From an optimization exercise on the open Yosys and OpenROAD flow, aimed at small area and a short achievable clock period; shortcuts taken in it are not production practice.
RTL that was checked went through simulation tests only; none was proved equivalent to the original.

==> v31: inputs <==
Design ternary_sum_nine, start of the top module:
module ternary_sum_nine #(
    parameter WIDTH = 32
) (
    input clk,
    input [WIDTH-1:0] i0,
    input [WIDTH-1:0] i1,
    input [WIDTH-1:0] i2,
    input [WIDTH-1:0] i3,
    input [WIDTH-1:0] i4,
    input [WIDTH-1:0] i5,
    input [WIDTH-1:0] i6,
    input [WIDTH-1:0] i7,
    input [WIDTH-1:0] i8,
    output [WIDTH+4-1:0] o
);
clock: 5.5 ns
lec_check: 0
abc_area: 1
cap_margin: 20
core_margin: 2
core_utilization: 60
setup_slack_margin: 3.0
slew_margin: 20
standard.sh (not shown) runs the stock make flow with config.mk's settings and CLKGATE_MAP_FILE= SYNTH_SCRIPT=/design/flow/synth_recipe.tcl, a recipe that flattens the netlist after the stock synthesis.
==> flow/flow/run.sh <==
#!/bin/bash
set -e
export BUFFER_PORTS_ARGS="-buffer_cell sky130_fd_sc_hd__buf_1"
bash standard.sh > standard.log 2>&1
==> v27: changes against v31 <==
--- a/flow/config.mk
+++ b/flow/config.mk
@@ -9,5 +9,6 @@
 export CAP_MARGIN = 20
 export CORE_MARGIN = 2
 export CORE_UTILIZATION = 60
+export CTS_BUF_LIST = sky130_fd_sc_hd__clkbuf_4
 export SETUP_SLACK_MARGIN = 3.0
 export SLEW_MARGIN = 20
==> comparison <==
In v31 the clock-buffer cell count is higher than in v27, by 2. In flip-flop and latch count, v31 and v27 do not differ. Between v27 and v31, the lower utilization is in v27 (gap 2.0 points). Between v31 and v27, the lower wire length is in v27 (gap about 3.4%, measured against v27). Global-route usage: v27 is lower than v31 (0.75 points).
==> figures <==
| metric | v31 | v27 |
|---|---|---|
| Result of the run | finished clean | finished clean |
| Worst Tran Pin Value | 347 ps | 328 ps |
| Crit share post-route | 0.428 | 0.418 |
| Fraction of area in multi-input gates | 0.573 | 0.587 |
| Global Route met3 Usage | 0.0578 | 0.0574 |
| Met2 wire len | 10.0 mm | 9.58 mm |
| Post-Route Skew | 6.67 ps | 11.1 ps |
| Filler Cell Count | 1149 | 1189 |
| Clock buffer instance count of the final layout | 23 | 21 |

========
==> run P <==
ternary_sum_nine, a different RTL version from the one above (not shown whole).
clock: 5.5 ns
lec_check: 0
abc_area: 1
cap_margin: 20
core_margin: 2
core_utilization: 60
cts_buf_list: sky130_fd_sc_hd__clkbuf_4
setup_slack_margin: 3.2
slew_margin: 20
tns_end_percent: 10
Scripts as last shown in full above: flow/flow/run.sh
==> run C: changes against run P <==
==> flow/flow/run.sh (replaced) <==
#!/bin/bash
set -e
export BUFFER_PORTS_ARGS="-buffer_cell sky130_fd_sc_hd__buf_1"
export CTS_ARGS="-sink_clustering_enable -repair_clock_nets -dont_use_dummy_load -buf_list sky130_fd_sc_hd__clkbuf_8 -sink_clustering_size 24 -sink_clustering_max_diameter 80"
bash standard.sh > standard.log 2>&1
Settings changed: CTS_BUF_LIST sky130_fd_sc_hd__clkbuf_4 to default, SETUP_SLACK_MARGIN 3.2 to 3.1.
==> run D: changes against run P <==
==> flow/flow/run.sh (replaced) <==
#!/bin/bash
set -e
export BUFFER_PORTS_ARGS="-buffer_cell sky130_fd_sc_hd__buf_1"
export CTS_ARGS="-sink_clustering_enable -repair_clock_nets -dont_use_dummy_load -buf_list sky130_fd_sc_hd__clkbuf_8"
bash standard.sh > standard.log 2>&1
Settings changed: CORE_UTILIZATION 60 to 65, CTS_BUF_LIST sky130_fd_sc_hd__clkbuf_4 to default, SETUP_SLACK_MARGIN 3.2 to 3.1.
==> comparison table <==
item	run C	run P	run D
Outcome	finished clean	finished clean	finished clean
Clock Latency Late Sink	0.45 ns	0.57 ns	0.44 ns
Area growth syn-to-layout	19.9%	23.2%	19.4%
Setup Fix Bufs, Post-CTS	0	1	0
Start point of the critical path	i0[7]	i0[8]	i0[8]
Clock buffer count	17	19	17
Multi-input gate share of the layout cell area	0.583	0.588	0.584
Worst slack at placement	2.70 ns	2.70 ns	2.69 ns
Period minus WS final	2.35 ns	2.26 ns	2.38 ns
Placed standard-cell area	11000 um2	11000 um2	10900 um2
Num rows	45	45	44
Initial DRC Count	234	243	252
Share of the core filled with cells	0.742	0.762	0.784
Number of nets in the layout	1719	1729	1719
Core outline area	15300 um2	15300 um2	14400 um2

========
==> inputs of zinc <==
ternary_sum_nine, a different RTL version from the one above (not shown whole).
// ternary_sum_nine
module ternary_sum_nine #(
    parameter WIDTH = 32
) (
    input clk,
    input [WIDTH-1:0] i0,
    input [WIDTH-1:0] i1,
    input [WIDTH-1:0] i2,
    input [WIDTH-1:0] i3,
    input [WIDTH-1:0] i4,
    input [WIDTH-1:0] i5,
    input [WIDTH-1:0] i6,
    input [WIDTH-1:0] i7,
    input [WIDTH-1:0] i8,
    output [WIDTH+4-1:0] o
);
wire fs0, fc0;
wire hs0, hc0;
wire fs1, fc1;
wire fs2, fc2;
wire hs1, hc1;
wire fs3, fc3;
wire fs4, fc4;
wire fs5, fc5;
wire fs6, fc6;
wire fs7, fc7;
wire fs8, fc8;
wire fs9, fc9;
wire fs10, fc10;
wire fs11, fc11;
wire fs12, fc12;
wire fs13, fc13;
wire fs14, fc14;
wire fs15, fc15;
wire fs16, fc16;
wire fs17, fc17;
wire fs18, fc18;
wire fs19, fc19;
wire fs20, fc20;
wire fs21, fc21;
wire fs22, fc22;
wire fs23, fc23;
wire fs24, fc24;
wire fs25, fc25;
wire fs26, fc26;
wire fs27, fc27;
wire fs28, fc28;
wire fs29, fc29;
wire fs30, fc30;
wire fs31, fc31;
wire fs32, fc32;
wire fs33, fc33;
wire fs34, fc34;
wire fs35, fc35;
wire fs36, fc36;
wire fs37, fc37;
wire fs38, fc38;
wire fs39, fc39;
wire fs40, fc40;
wire fs41, fc41;
wire fs42, fc42;
wire fs43, fc43;
wire fs44, fc44;
wire fs45, fc45;
wire fs46, fc46;
wire fs47, fc47;
wire fs48, fc48;
wire fs49, fc49;
wire fs50, fc50;
wire fs51, fc51;
wire fs52, fc52;
wire fs53, fc53;
wire fs54, fc54;
wire fs55, fc55;
wire fs56, fc56;
wire fs57, fc57;
wire fs58, fc58;
wire fs59, fc59;
wire fs60, fc60;
wire fs61, fc61;
wire fs62, fc62;
wire fs63, fc63;
wire fs64, fc64;
wire fs65, fc65;
wire fs66, fc66;
wire fs67, fc67;
wire fs68, fc68;
wire fs69, fc69;
wire fs70, fc70;
wire fs71, fc71;
wire fs72, fc72;
wire fs73, fc73;
wire fs74, fc74;
wire fs75, fc75;
wire fs76, fc76;
wire fs77, fc77;
wire fs78, fc78;
wire fs79, fc79;
wire fs80, fc80;
wire fs81, fc81;
wire fs82, fc82;
wire fs83, fc83;
wire fs84, fc84;
wire fs85, fc85;
wire fs86, fc86;
wire fs87, fc87;
  ...
export LEC_CHECK = 0
export CAP_MARGIN = 20
export CORE_MARGIN = 2
export CORE_UTILIZATION = 40
export SLEW_MARGIN = 20
create_clock -name core_clock -period 5.5 [get_ports {clk}]
==> flow/flow/run.sh <==
#!/bin/bash
set -e
export BUFFER_PORTS_ARGS="-buffer_cell sky130_fd_sc_hd__buf_1"
bash standard.sh > standard.log 2>&1
==> inputs of sierra, as changes to zinc <==
--- a/flow/config.mk
+++ b/flow/config.mk
@@ -7,5 +7,7 @@
 export LEC_CHECK = 0
+export ABC_AREA = 1
 export CAP_MARGIN = 20
 export CORE_MARGIN = 2
-export CORE_UTILIZATION = 40
+export CORE_UTILIZATION = 60
+export SETUP_SLACK_MARGIN = 3.0
 export SLEW_MARGIN = 20
==> flow_metrics.env <==
export IMPL_outcome="no timing/DRC/antenna violations"
export IMPL_cp_start_kind="input port"
export IMPL_crit_path_end="r1_c12_0$_DFF_P_"
export IMPL_worst_setup_path_type="input port to flip-flop"
export IMPL_timing_final_ws_setup_ns=3.059
export IMPL_cpLargestDelayFamily="adder cells"
The numbers above come from sierra.

==> flow_metrics.env <==
export IMPL_outcome="no timing/DRC/antenna violations"
export IMPL_cpLargestDelayFamily="compound AO/OA/AOI/OAI gates"
export IMPL_synth_xor_area_share_pct=2.926
export IMPL_cp_start_kind="flip-flop"
export IMPL_tap_cell_count=285
export IMPL_min_period_ns=2.961
export IMPL_crit_path_end="o_r[28]$_DFF_P_"
export IMPL_grt_max_degree=17
export IMPL_timing_final_ws_setup_ns=2.539
export IMPL_worst_setup_path_type="flip-flop to flip-flop"
export IMPL_place_inst=1258
The numbers above come from zinc.


========
==> 09-11 <==
Another version of the RTL of ternary_sum_nine (not shown whole).
Design ternary_sum_nine, start of the top module:
module ternary_sum_nine #(
    parameter WIDTH = 32
) (
    input clk,
    input [WIDTH-1:0] i0,
    input [WIDTH-1:0] i1,
    input [WIDTH-1:0] i2,
    input [WIDTH-1:0] i3,
    input [WIDTH-1:0] i4,
    input [WIDTH-1:0] i5,
    input [WIDTH-1:0] i6,
    input [WIDTH-1:0] i7,
    input [WIDTH-1:0] i8,
    output [WIDTH+4-1:0] o
);
Settings: LEC_CHECK=0, ABC_AREA=1, CAP_MARGIN=20, CORE_MARGIN=2, CORE_UTILIZATION=60, CTS_BUF_LIST=sky130_fd_sc_hd__clkbuf_4, SETUP_SLACK_MARGIN=3.0, SLEW_MARGIN=20; clock period 5.5 ns.
Scripts as last shown in full above: flow/flow/run.sh
==> 07-21: changes against 09-11 <==
--- a/flow/design.v
+++ b/flow/design.v
@@ -205,17 +205,16 @@
 wire s189, c189;
 wire s190, c190;
 reg r1_c0_0;
 reg r1_c1_0;
 reg r1_c1_1;
 reg r1_c1_2;
 reg r1_c2_0;
 reg r1_c2_1;
-reg r1_c2_2;
 reg r1_c3_0;
 reg r1_c3_1;
 reg r1_c3_2;
 reg r1_c4_0;
 reg r1_c4_1;
 reg r1_c4_2;
 reg r1_c5_0;
 reg r1_c5_1;
@@ -295,17 +294,16 @@
 reg r1_c30_0;
 reg r1_c30_1;
 reg r1_c30_2;
 reg r1_c31_0;
 reg r1_c31_1;
 reg r1_c31_2;
 reg r1_c32_0;
 reg r1_c32_1;
-reg r1_c32_2;
 reg r1_c33_0;
 reg r1_c33_1;
 wire s191, c191;
 wire s192, c192;
 wire s193, c193;
 wire s194, c194;
 wire s195, c195;
 wire s196, c196;
@@ -347,17 +345,17 @@
 assign {c6, s6} = i6[1] + i7[1] + i8[1];
 assign {c7, s7} = c0 + c1 + c2;
 assign {c8, s8} = s4 + s5 + s6;
 assign {c9, s9} = i0[2] + i1[2] + i2[2];
 assign {c10, s10} = i3[2] + i4[2] + i5[2];
 assign {c11, s11} = i6[2] + i7[2] + i8[2];
 assign {c12, s12} = c4 + c5 + c6;
 assign {c13, s13} = s9 + s10 + s11;
-assign {c14, s14} = c7 + c8;
+assign {c14, s14} = c7 + c8 + s12;
 assign {c15, s15} = i0[3] + i1[3] + i2[3];
 assign {c16, s16} = i3[3] + i4[3] + i5[3];
 assign {c17, s17} = i6[3] + i7[3] + i8[3];
 assign {c18, s18} = c9 + c10 + c11;
 assign {c19, s19} = s15 + s16 + s17;
 assign {c20, s20} = c12 + c13 + s18;
 assign {c21, s21} = i0[4] + i1[4] + i2[4];
 assign {c22, s22} = i3[4] + i4[4] + i5[4];
@@ -523,19 +521,19 @@
 assign {c182, s182} = c174 + c175 + s180;
 assign {c183, s183} = i0[31] + i1[31] + i2[31];
 assign {c184, s184} = i3[31] + i4[31] + i5[31];
 assign {c185, s185} = i6[31] + i7[31] + i8[31];
 assign {c186, s186} = c177 + c178 + c179;
 assign {c187, s187} = s183 + s184 + s185;
 assign {c188, s188} = c180 + c181 + s186;
 assign {c189, s189} = c183 + c184 + c185;
-assign {c190, s190} = c186 + c187;
+assign {c190, s190} = c186 + c187 + s189;
 assign {c191, s191} = r1_c1_0 + r1_c1_1;
-assign {c192, s192} = r1_c2_0 + r1_c2_1 + r1_c2_2;
+assign {c192, s192} = r1_c2_0 + r1_c2_1;
 assign {c193, s193} = r1_c3_0 + r1_c3_1 + r1_c3_2;
 assign {c194, s194} = r1_c4_0 + r1_c4_1 + r1_c4_2;
 assign {c195, s195} = r1_c5_0 + r1_c5_1 + r1_c5_2;
 assign {c196, s196} = r1_c6_0 + r1_c6_1 + r1_c6_2;
 assign {c197, s197} = r1_c7_0 + r1_c7_1 + r1_c7_2;
 assign {c198, s198} = r1_c8_0 + r1_c8_1 + r1_c8_2;
 assign {c199, s199} = r1_c9_0 + r1_c9_1 + r1_c9_2;
 assign {c200, s200} = r1_c10_0 + r1_c10_1 + r1_c10_2;
@@ -555,28 +553,27 @@
 assign {c214, s214} = r1_c24_0 + r1_c24_1 + r1_c24_2;
 assign {c215, s215} = r1_c25_0 + r1_c25_1 + r1_c25_2;
 assign {c216, s216} = r1_c26_0 + r1_c26_1 + r1_c26_2;
 assign {c217, s217} = r1_c27_0 + r1_c27_1 + r1_c27_2;
 assign {c218, s218} = r1_c28_0 + r1_c28_1 + r1_c28_2;
 assign {c219, s219} = r1_c29_0 + r1_c29_1 + r1_c29_2;
 assign {c220, s220} = r1_c30_0 + r1_c30_1 + r1_c30_2;
 assign {c221, s221} = r1_c31_0 + r1_c31_1 + r1_c31_2;
-assign {c222, s222} = r1_c32_0 + r1_c32_1 + r1_c32_2;
+assign {c222, s222} = r1_c32_0 + r1_c32_1;
 assign {c223, s223} = r1_c33_0 + r1_c33_1;
-assign row_a = {1'b0, c223, s223, c221, c220, c219, c218, c217, c216, c215, c214, c213, c212, c211, c210, c209, c208, c207, c206, c205, c204, c203, c202, c201, c200, c199, c198, c197, c196, c195, c194, c193, c192, c191, r1_c1_2, r1_c0_0};
-assign row_b = {1'b0, 1'b0, c222, s222, s221, s220, s219, s218, s217, s216, s215, s214, s213, s212, s211, s210, s209, s208, s207, s206, s205, s204, s203, s202, s201, s200, s199, s198, s197, s196, s195, s194, s193, s192, s191, 1'b0};
+assign row_a = {1'b0, c223, c222, s222, c220, c219, c218, c217, c216, c215, c214, c213, c212, c211, c210, c209, c208, c207, c206, c205, c204, c203, c202, c201, c200, c199, c198, c197, c196, c195, c194, c193, c192, c191, r1_c1_2, r1_c0_0};
+assign row_b = {1'b0, 1'b0, s223, c221, s221, s220, s219, s218, s217, s216, s215, s214, s213, s212, s211, s210, s209, s208, s207, s206, s205, s204, s203, s202, s201, s200, s199, s198, s197, s196, s195, s194, s193, s192, s191, 1'b0};
 always @(posedge clk) begin
     r1_c0_0 <= s3;
     r1_c1_0 <= c3;
     r1_c1_1 <= s7;
     r1_c1_2 <= s8;
-    r1_c2_0 <= s12;
-    r1_c2_1 <= s13;
-    r1_c2_2 <= s14;
+    r1_c2_0 <= s13;
+    r1_c2_1 <= s14;
     r1_c3_0 <= s19;
     r1_c3_1 <= c14;
     r1_c3_2 <= s20;
     r1_c4_0 <= s25;
     r1_c4_1 <= c20;
     r1_c4_2 <= s26;
     r1_c5_0 <= s31;
     r1_c5_1 <= c26;
@@ -654,17 +651,16 @@
     r1_c29_1 <= c170;
     r1_c29_2 <= s176;
     r1_c30_0 <= s181;
     r1_c30_1 <= c176;
     r1_c30_2 <= s182;
     r1_c31_0 <= s187;
     r1_c31_1 <= c182;
     r1_c31_2 <= s188;
-    r1_c32_0 <= s189;
+    r1_c32_0 <= c188;
     r1_c32_1 <= s190;
-    r1_c32_2 <= c188;
     r1_c33_0 <= c189;
     r1_c33_1 <= c190;
     o_r <= row_a + row_b;
 end
 assign o = o_r;
 endmodule
--- a/flow/config.mk
+++ b/flow/config.mk
@@ -5,10 +5,10 @@
 export SDC_FILE = /design/flow/constraint.sdc
 export NUM_CORES = 4
 export LEC_CHECK = 0
 export ABC_AREA = 1
 export CAP_MARGIN = 20
 export CORE_MARGIN = 2
 export CORE_UTILIZATION = 60
 export CTS_BUF_LIST = sky130_fd_sc_hd__clkbuf_4
-export SETUP_SLACK_MARGIN = 3.0
+export SETUP_SLACK_MARGIN = 3.6
 export SLEW_MARGIN = 20
==> 11-16: changes against 09-11 <==
--- a/flow/design.v
+++ b/flow/design.v
@@ -205,17 +205,16 @@
 wire s189, c189;
 wire s190, c190;
 reg r1_c0_0;
 reg r1_c1_0;
 reg r1_c1_1;
 reg r1_c1_2;
 reg r1_c2_0;
 reg r1_c2_1;
-reg r1_c2_2;
 reg r1_c3_0;
 reg r1_c3_1;
 reg r1_c3_2;
 reg r1_c4_0;
 reg r1_c4_1;
 reg r1_c4_2;
 reg r1_c5_0;
 reg r1_c5_1;
@@ -295,17 +294,16 @@
 reg r1_c30_0;
 reg r1_c30_1;
 reg r1_c30_2;
 reg r1_c31_0;
 reg r1_c31_1;
 reg r1_c31_2;
 reg r1_c32_0;
 reg r1_c32_1;
-reg r1_c32_2;
 reg r1_c33_0;
 reg r1_c33_1;
 wire s191, c191;
 wire s192, c192;
 wire s193, c193;
 wire s194, c194;
 wire s195, c195;
 wire s196, c196;
@@ -347,17 +345,17 @@
 assign {c6, s6} = i6[1] + i7[1] + i8[1];
 assign {c7, s7} = c0 + c1 + c2;
 assign {c8, s8} = s4 + s5 + s6;
 assign {c9, s9} = i0[2] + i1[2] + i2[2];
 assign {c10, s10} = i3[2] + i4[2] + i5[2];
 assign {c11, s11} = i6[2] + i7[2] + i8[2];
 assign {c12, s12} = c4 + c5 + c6;
 assign {c13, s13} = s9 + s10 + s11;
-assign {c14, s14} = c7 + c8;
+assign {c14, s14} = c7 + c8 + s12;
 assign {c15, s15} = i0[3] + i1[3] + i2[3];
 assign {c16, s16} = i3[3] + i4[3] + i5[3];
 assign {c17, s17} = i6[3] + i7[3] + i8[3];
 assign {c18, s18} = c9 + c10 + c11;
 assign {c19, s19} = s15 + s16 + s17;
 assign {c20, s20} = c12 + c13 + s18;
 assign {c21, s21} = i0[4] + i1[4] + i2[4];
 assign {c22, s22} = i3[4] + i4[4] + i5[4];
@@ -523,19 +521,19 @@
 assign {c182, s182} = c174 + c175 + s180;
 assign {c183, s183} = i0[31] + i1[31] + i2[31];
 assign {c184, s184} = i3[31] + i4[31] + i5[31];
 assign {c185, s185} = i6[31] + i7[31] + i8[31];
 assign {c186, s186} = c177 + c178 + c179;
 assign {c187, s187} = s183 + s184 + s185;
 assign {c188, s188} = c180 + c181 + s186;
 assign {c189, s189} = c183 + c184 + c185;
-assign {c190, s190} = c186 + c187;
+assign {c190, s190} = c186 + c187 + s189;
 assign {c191, s191} = r1_c1_0 + r1_c1_1;
-assign {c192, s192} = r1_c2_0 + r1_c2_1 + r1_c2_2;
+assign {c192, s192} = r1_c2_0 + r1_c2_1;
 assign {c193, s193} = r1_c3_0 + r1_c3_1 + r1_c3_2;
 assign {c194, s194} = r1_c4_0 + r1_c4_1 + r1_c4_2;
 assign {c195, s195} = r1_c5_0 + r1_c5_1 + r1_c5_2;
 assign {c196, s196} = r1_c6_0 + r1_c6_1 + r1_c6_2;
 assign {c197, s197} = r1_c7_0 + r1_c7_1 + r1_c7_2;
 assign {c198, s198} = r1_c8_0 + r1_c8_1 + r1_c8_2;
 assign {c199, s199} = r1_c9_0 + r1_c9_1 + r1_c9_2;
 assign {c200, s200} = r1_c10_0 + r1_c10_1 + r1_c10_2;
@@ -555,28 +553,27 @@
 assign {c214, s214} = r1_c24_0 + r1_c24_1 + r1_c24_2;
 assign {c215, s215} = r1_c25_0 + r1_c25_1 + r1_c25_2;
 assign {c216, s216} = r1_c26_0 + r1_c26_1 + r1_c26_2;
 assign {c217, s217} = r1_c27_0 + r1_c27_1 + r1_c27_2;
 assign {c218, s218} = r1_c28_0 + r1_c28_1 + r1_c28_2;
 assign {c219, s219} = r1_c29_0 + r1_c29_1 + r1_c29_2;
 assign {c220, s220} = r1_c30_0 + r1_c30_1 + r1_c30_2;
 assign {c221, s221} = r1_c31_0 + r1_c31_1 + r1_c31_2;
-assign {c222, s222} = r1_c32_0 + r1_c32_1 + r1_c32_2;
+assign {c222, s222} = r1_c32_0 + r1_c32_1;
 assign {c223, s223} = r1_c33_0 + r1_c33_1;
-assign row_a = {1'b0, c223, s223, c221, c220, c219, c218, c217, c216, c215, c214, c213, c212, c211, c210, c209, c208, c207, c206, c205, c204, c203, c202, c201, c200, c199, c198, c197, c196, c195, c194, c193, c192, c191, r1_c1_2, r1_c0_0};
-assign row_b = {1'b0, 1'b0, c222, s222, s221, s220, s219, s218, s217, s216, s215, s214, s213, s212, s211, s210, s209, s208, s207, s206, s205, s204, s203, s202, s201, s200, s199, s198, s197, s196, s195, s194, s193, s192, s191, 1'b0};
+assign row_a = {1'b0, c223, c222, s222, c220, c219, c218, c217, c216, c215, c214, c213, c212, c211, c210, c209, c208, c207, c206, c205, c204, c203, c202, c201, c200, c199, c198, c197, c196, c195, c194, c193, c192, c191, r1_c1_2, r1_c0_0};
+assign row_b = {1'b0, 1'b0, s223, c221, s221, s220, s219, s218, s217, s216, s215, s214, s213, s212, s211, s210, s209, s208, s207, s206, s205, s204, s203, s202, s201, s200, s199, s198, s197, s196, s195, s194, s193, s192, s191, 1'b0};
 always @(posedge clk) begin
     r1_c0_0 <= s3;
     r1_c1_0 <= c3;
     r1_c1_1 <= s7;
     r1_c1_2 <= s8;
-    r1_c2_0 <= s12;
-    r1_c2_1 <= s13;
-    r1_c2_2 <= s14;
+    r1_c2_0 <= s13;
+    r1_c2_1 <= s14;
     r1_c3_0 <= s19;
     r1_c3_1 <= c14;
     r1_c3_2 <= s20;
     r1_c4_0 <= s25;
     r1_c4_1 <= c20;
     r1_c4_2 <= s26;
     r1_c5_0 <= s31;
     r1_c5_1 <= c26;
@@ -654,17 +651,16 @@
     r1_c29_1 <= c170;
     r1_c29_2 <= s176;
     r1_c30_0 <= s181;
     r1_c30_1 <= c176;
     r1_c30_2 <= s182;
     r1_c31_0 <= s187;
     r1_c31_1 <= c182;
     r1_c31_2 <= s188;
-    r1_c32_0 <= s189;
+    r1_c32_0 <= c188;
     r1_c32_1 <= s190;
-    r1_c32_2 <= c188;
     r1_c33_0 <= c189;
     r1_c33_1 <= c190;
     o_r <= row_a + row_b;
 end
 assign o = o_r;
 endmodule
==> 07-09: changes against 09-11 <==
--- a/flow/design.v
+++ b/flow/design.v
@@ -205,17 +205,16 @@
 wire s189, c189;
 wire s190, c190;
 reg r1_c0_0;
 reg r1_c1_0;
 reg r1_c1_1;
 reg r1_c1_2;
 reg r1_c2_0;
 reg r1_c2_1;
-reg r1_c2_2;
 reg r1_c3_0;
 reg r1_c3_1;
 reg r1_c3_2;
 reg r1_c4_0;
 reg r1_c4_1;
 reg r1_c4_2;
 reg r1_c5_0;
 reg r1_c5_1;
@@ -295,17 +294,16 @@
 reg r1_c30_0;
 reg r1_c30_1;
 reg r1_c30_2;
 reg r1_c31_0;
 reg r1_c31_1;
 reg r1_c31_2;
 reg r1_c32_0;
 reg r1_c32_1;
-reg r1_c32_2;
 reg r1_c33_0;
 reg r1_c33_1;
 wire s191, c191;
 wire s192, c192;
 wire s193, c193;
 wire s194, c194;
 wire s195, c195;
 wire s196, c196;
@@ -347,17 +345,17 @@
 assign {c6, s6} = i6[1] + i7[1] + i8[1];
 assign {c7, s7} = c0 + c1 + c2;
 assign {c8, s8} = s4 + s5 + s6;
 assign {c9, s9} = i0[2] + i1[2] + i2[2];
 assign {c10, s10} = i3[2] + i4[2] + i5[2];
 assign {c11, s11} = i6[2] + i7[2] + i8[2];
 assign {c12, s12} = c4 + c5 + c6;
 assign {c13, s13} = s9 + s10 + s11;
-assign {c14, s14} = c7 + c8;
+assign {c14, s14} = c7 + c8 + s12;
 assign {c15, s15} = i0[3] + i1[3] + i2[3];
 assign {c16, s16} = i3[3] + i4[3] + i5[3];
 assign {c17, s17} = i6[3] + i7[3] + i8[3];
 assign {c18, s18} = c9 + c10 + c11;
 assign {c19, s19} = s15 + s16 + s17;
 assign {c20, s20} = c12 + c13 + s18;
 assign {c21, s21} = i0[4] + i1[4] + i2[4];
 assign {c22, s22} = i3[4] + i4[4] + i5[4];
@@ -523,19 +521,19 @@
 assign {c182, s182} = c174 + c175 + s180;
 assign {c183, s183} = i0[31] + i1[31] + i2[31];
 assign {c184, s184} = i3[31] + i4[31] + i5[31];
 assign {c185, s185} = i6[31] + i7[31] + i8[31];
 assign {c186, s186} = c177 + c178 + c179;
 assign {c187, s187} = s183 + s184 + s185;
 assign {c188, s188} = c180 + c181 + s186;
 assign {c189, s189} = c183 + c184 + c185;
-assign {c190, s190} = c186 + c187;
+assign {c190, s190} = c186 + c187 + s189;
 assign {c191, s191} = r1_c1_0 + r1_c1_1;
-assign {c192, s192} = r1_c2_0 + r1_c2_1 + r1_c2_2;
+assign {c192, s192} = r1_c2_0 + r1_c2_1;
 assign {c193, s193} = r1_c3_0 + r1_c3_1 + r1_c3_2;
 assign {c194, s194} = r1_c4_0 + r1_c4_1 + r1_c4_2;
 assign {c195, s195} = r1_c5_0 + r1_c5_1 + r1_c5_2;
 assign {c196, s196} = r1_c6_0 + r1_c6_1 + r1_c6_2;
 assign {c197, s197} = r1_c7_0 + r1_c7_1 + r1_c7_2;
 assign {c198, s198} = r1_c8_0 + r1_c8_1 + r1_c8_2;
 assign {c199, s199} = r1_c9_0 + r1_c9_1 + r1_c9_2;
 assign {c200, s200} = r1_c10_0 + r1_c10_1 + r1_c10_2;
@@ -555,28 +553,27 @@
 assign {c214, s214} = r1_c24_0 + r1_c24_1 + r1_c24_2;
 assign {c215, s215} = r1_c25_0 + r1_c25_1 + r1_c25_2;
 assign {c216, s216} = r1_c26_0 + r1_c26_1 + r1_c26_2;
 assign {c217, s217} = r1_c27_0 + r1_c27_1 + r1_c27_2;
 assign {c218, s218} = r1_c28_0 + r1_c28_1 + r1_c28_2;
 assign {c219, s219} = r1_c29_0 + r1_c29_1 + r1_c29_2;
 assign {c220, s220} = r1_c30_0 + r1_c30_1 + r1_c30_2;
 assign {c221, s221} = r1_c31_0 + r1_c31_1 + r1_c31_2;
-assign {c222, s222} = r1_c32_0 + r1_c32_1 + r1_c32_2;
+assign {c222, s222} = r1_c32_0 + r1_c32_1;
 assign {c223, s223} = r1_c33_0 + r1_c33_1;
-assign row_a = {1'b0, c223, s223, c221, c220, c219, c218, c217, c216, c215, c214, c213, c212, c211, c210, c209, c208, c207, c206, c205, c204, c203, c202, c201, c200, c199, c198, c197, c196, c195, c194, c193, c192, c191, r1_c1_2, r1_c0_0};
-assign row_b = {1'b0, 1'b0, c222, s222, s221, s220, s219, s218, s217, s216, s215, s214, s213, s212, s211, s210, s209, s208, s207, s206, s205, s204, s203, s202, s201, s200, s199, s198, s197, s196, s195, s194, s193, s192, s191, 1'b0};
+assign row_a = {1'b0, c223, c222, s222, c220, c219, c218, c217, c216, c215, c214, c213, c212, c211, c210, c209, c208, c207, c206, c205, c204, c203, c202, c201, c200, c199, c198, c197, c196, c195, c194, c193, c192, c191, r1_c1_2, r1_c0_0};
+assign row_b = {1'b0, 1'b0, s223, c221, s221, s220, s219, s218, s217, s216, s215, s214, s213, s212, s211, s210, s209, s208, s207, s206, s205, s204, s203, s202, s201, s200, s199, s198, s197, s196, s195, s194, s193, s192, s191, 1'b0};
 always @(posedge clk) begin
     r1_c0_0 <= s3;
     r1_c1_0 <= c3;
     r1_c1_1 <= s7;
     r1_c1_2 <= s8;
-    r1_c2_0 <= s12;
-    r1_c2_1 <= s13;
-    r1_c2_2 <= s14;
+    r1_c2_0 <= s13;
+    r1_c2_1 <= s14;
     r1_c3_0 <= s19;
     r1_c3_1 <= c14;
     r1_c3_2 <= s20;
     r1_c4_0 <= s25;
     r1_c4_1 <= c20;
     r1_c4_2 <= s26;
     r1_c5_0 <= s31;
     r1_c5_1 <= c26;
@@ -654,17 +651,16 @@
     r1_c29_1 <= c170;
     r1_c29_2 <= s176;
     r1_c30_0 <= s181;
     r1_c30_1 <= c176;
     r1_c30_2 <= s182;
     r1_c31_0 <= s187;
     r1_c31_1 <= c182;
     r1_c31_2 <= s188;
-    r1_c32_0 <= s189;
+    r1_c32_0 <= c188;
     r1_c32_1 <= s190;
-    r1_c32_2 <= c188;
     r1_c33_0 <= c189;
     r1_c33_1 <= c190;
     o_r <= row_a + row_b;
 end
 assign o = o_r;
 endmodule
--- a/flow/config.mk
+++ b/flow/config.mk
@@ -5,10 +5,10 @@
 export SDC_FILE = /design/flow/constraint.sdc
 export NUM_CORES = 4
 export LEC_CHECK = 0
 export ABC_AREA = 1
 export CAP_MARGIN = 20
 export CORE_MARGIN = 2
 export CORE_UTILIZATION = 60
 export CTS_BUF_LIST = sky130_fd_sc_hd__clkbuf_4
-export SETUP_SLACK_MARGIN = 3.0
+export SETUP_SLACK_MARGIN = 3.4
 export SLEW_MARGIN = 20
==> run summary <==
- 11-16 finished clean. 07-09 completed without violations. 07-21 passed the timing, design-rule and antenna checks. 09-11 completed with no timing, DRC or antenna violations.
- Via count, lowest first: 11-16, 09-11, 07-09, 07-21.
- Core utilization, lowest first: 09-11, 11-16, 07-09, 07-21.
- Cell count, highest first: 07-21, 07-09, 09-11, 11-16.
- Global-route usage: 11-16 < 09-11 < 07-09 < 07-21.
==> figures <==
                                             07-21       07-09       11-16       09-11
Result of the run  no timing/DRC/antenna violations  no timing/DRC/antenna violations  no timing/DRC/antenna violations  no timing/DRC/antenna violations
Global-route wire length before repair    37400 µm    33300 µm    31200 µm    31700 µm
Timing startpoint of the critical path     r1_c3_1     r1_c5_2     r1_c3_0     r1_c2_0
Sequential standard cell area             2720 µm²    2720 µm²    2660 µm²    2700 µm²
Number of nets produced by synthesis          1376        1376        1376        1388
Post-layout utilization of the core          90.5%       84.7%       74.8%       73.5%
Detailed Routing Iterations Pass 1               8           5           4           4
Detailed-routed wire length on met2       16300 µm    12800 µm     9700 µm    10100 µm
Only the layout flow was run in 09-11; the RTL was not checked for function there.

[separate check: timing with driven ports]
The results above use ideal ports. As a check the final layouts listed here were re-extracted and re-timed, cells and wires unchanged. Step 1: set_driving_cell puts a clkbuf_16 on clk and a buf_2 on each other input, an assumption about the parent block. Step 2 also shifts input and output timing later by t, the mid clock arrival at the registers, as if the neighbouring blocks saw the same clock. Three values: no drivers, after step 1, after step 2; two values: the first two.
run | shift t [ns] | setup WS [ns] | worst setup path at the end | latest minus earliest clock arrival (ns) | pins driven straight from the clock port
v31 | 0.462 | 3.143 / 3.143 / 2.743 | input to register | 0.007 / 0.007 | 1
v27 | 0.579 | 3.201 / 3.201 / 2.758 | input to register | 0.011 / 0.011 | 1
run P | 0.597 | 3.241 / 3.254 / 2.657 | input to register | 0.017 / 0.017 | 1
run C | 0.481 | 3.150 / 3.166 / 2.685 | input to register | 0.018 / 0.018 | 1
run D | 0.474 | 3.119 / 3.133 / 2.659 | input to register | 0.012 / 0.012 | 1
zinc | 0.451 | 2.539 / 2.539 / 2.529 | input to register | 0.010 / 0.009 | 1
sierra | 0.452 | 3.059 / 3.076 / 2.624 | input to register | 0.008 / 0.008 | 1
09-11 | 0.578 | 3.166 / 3.166 / 2.767 | input to register | 0.014 / 0.014 | 1
07-21 | 0.603 | 3.110 / 3.110 / 2.695 | input to register | 0.022 / 0.021 | 1
11-16 | 0.556 | 3.139 / 3.139 / 2.762 | input to register | 0.015 / 0.015 | 1
07-09 | 0.593 | 3.018 / 3.018 / 2.747 | input to register | 0.024 / 0.024 | 1
After both steps setup and hold are still met in every run listed. The setup slack of run P, which loses most, moves by +0.013 ns with the drivers and by -0.584 ns with both steps.
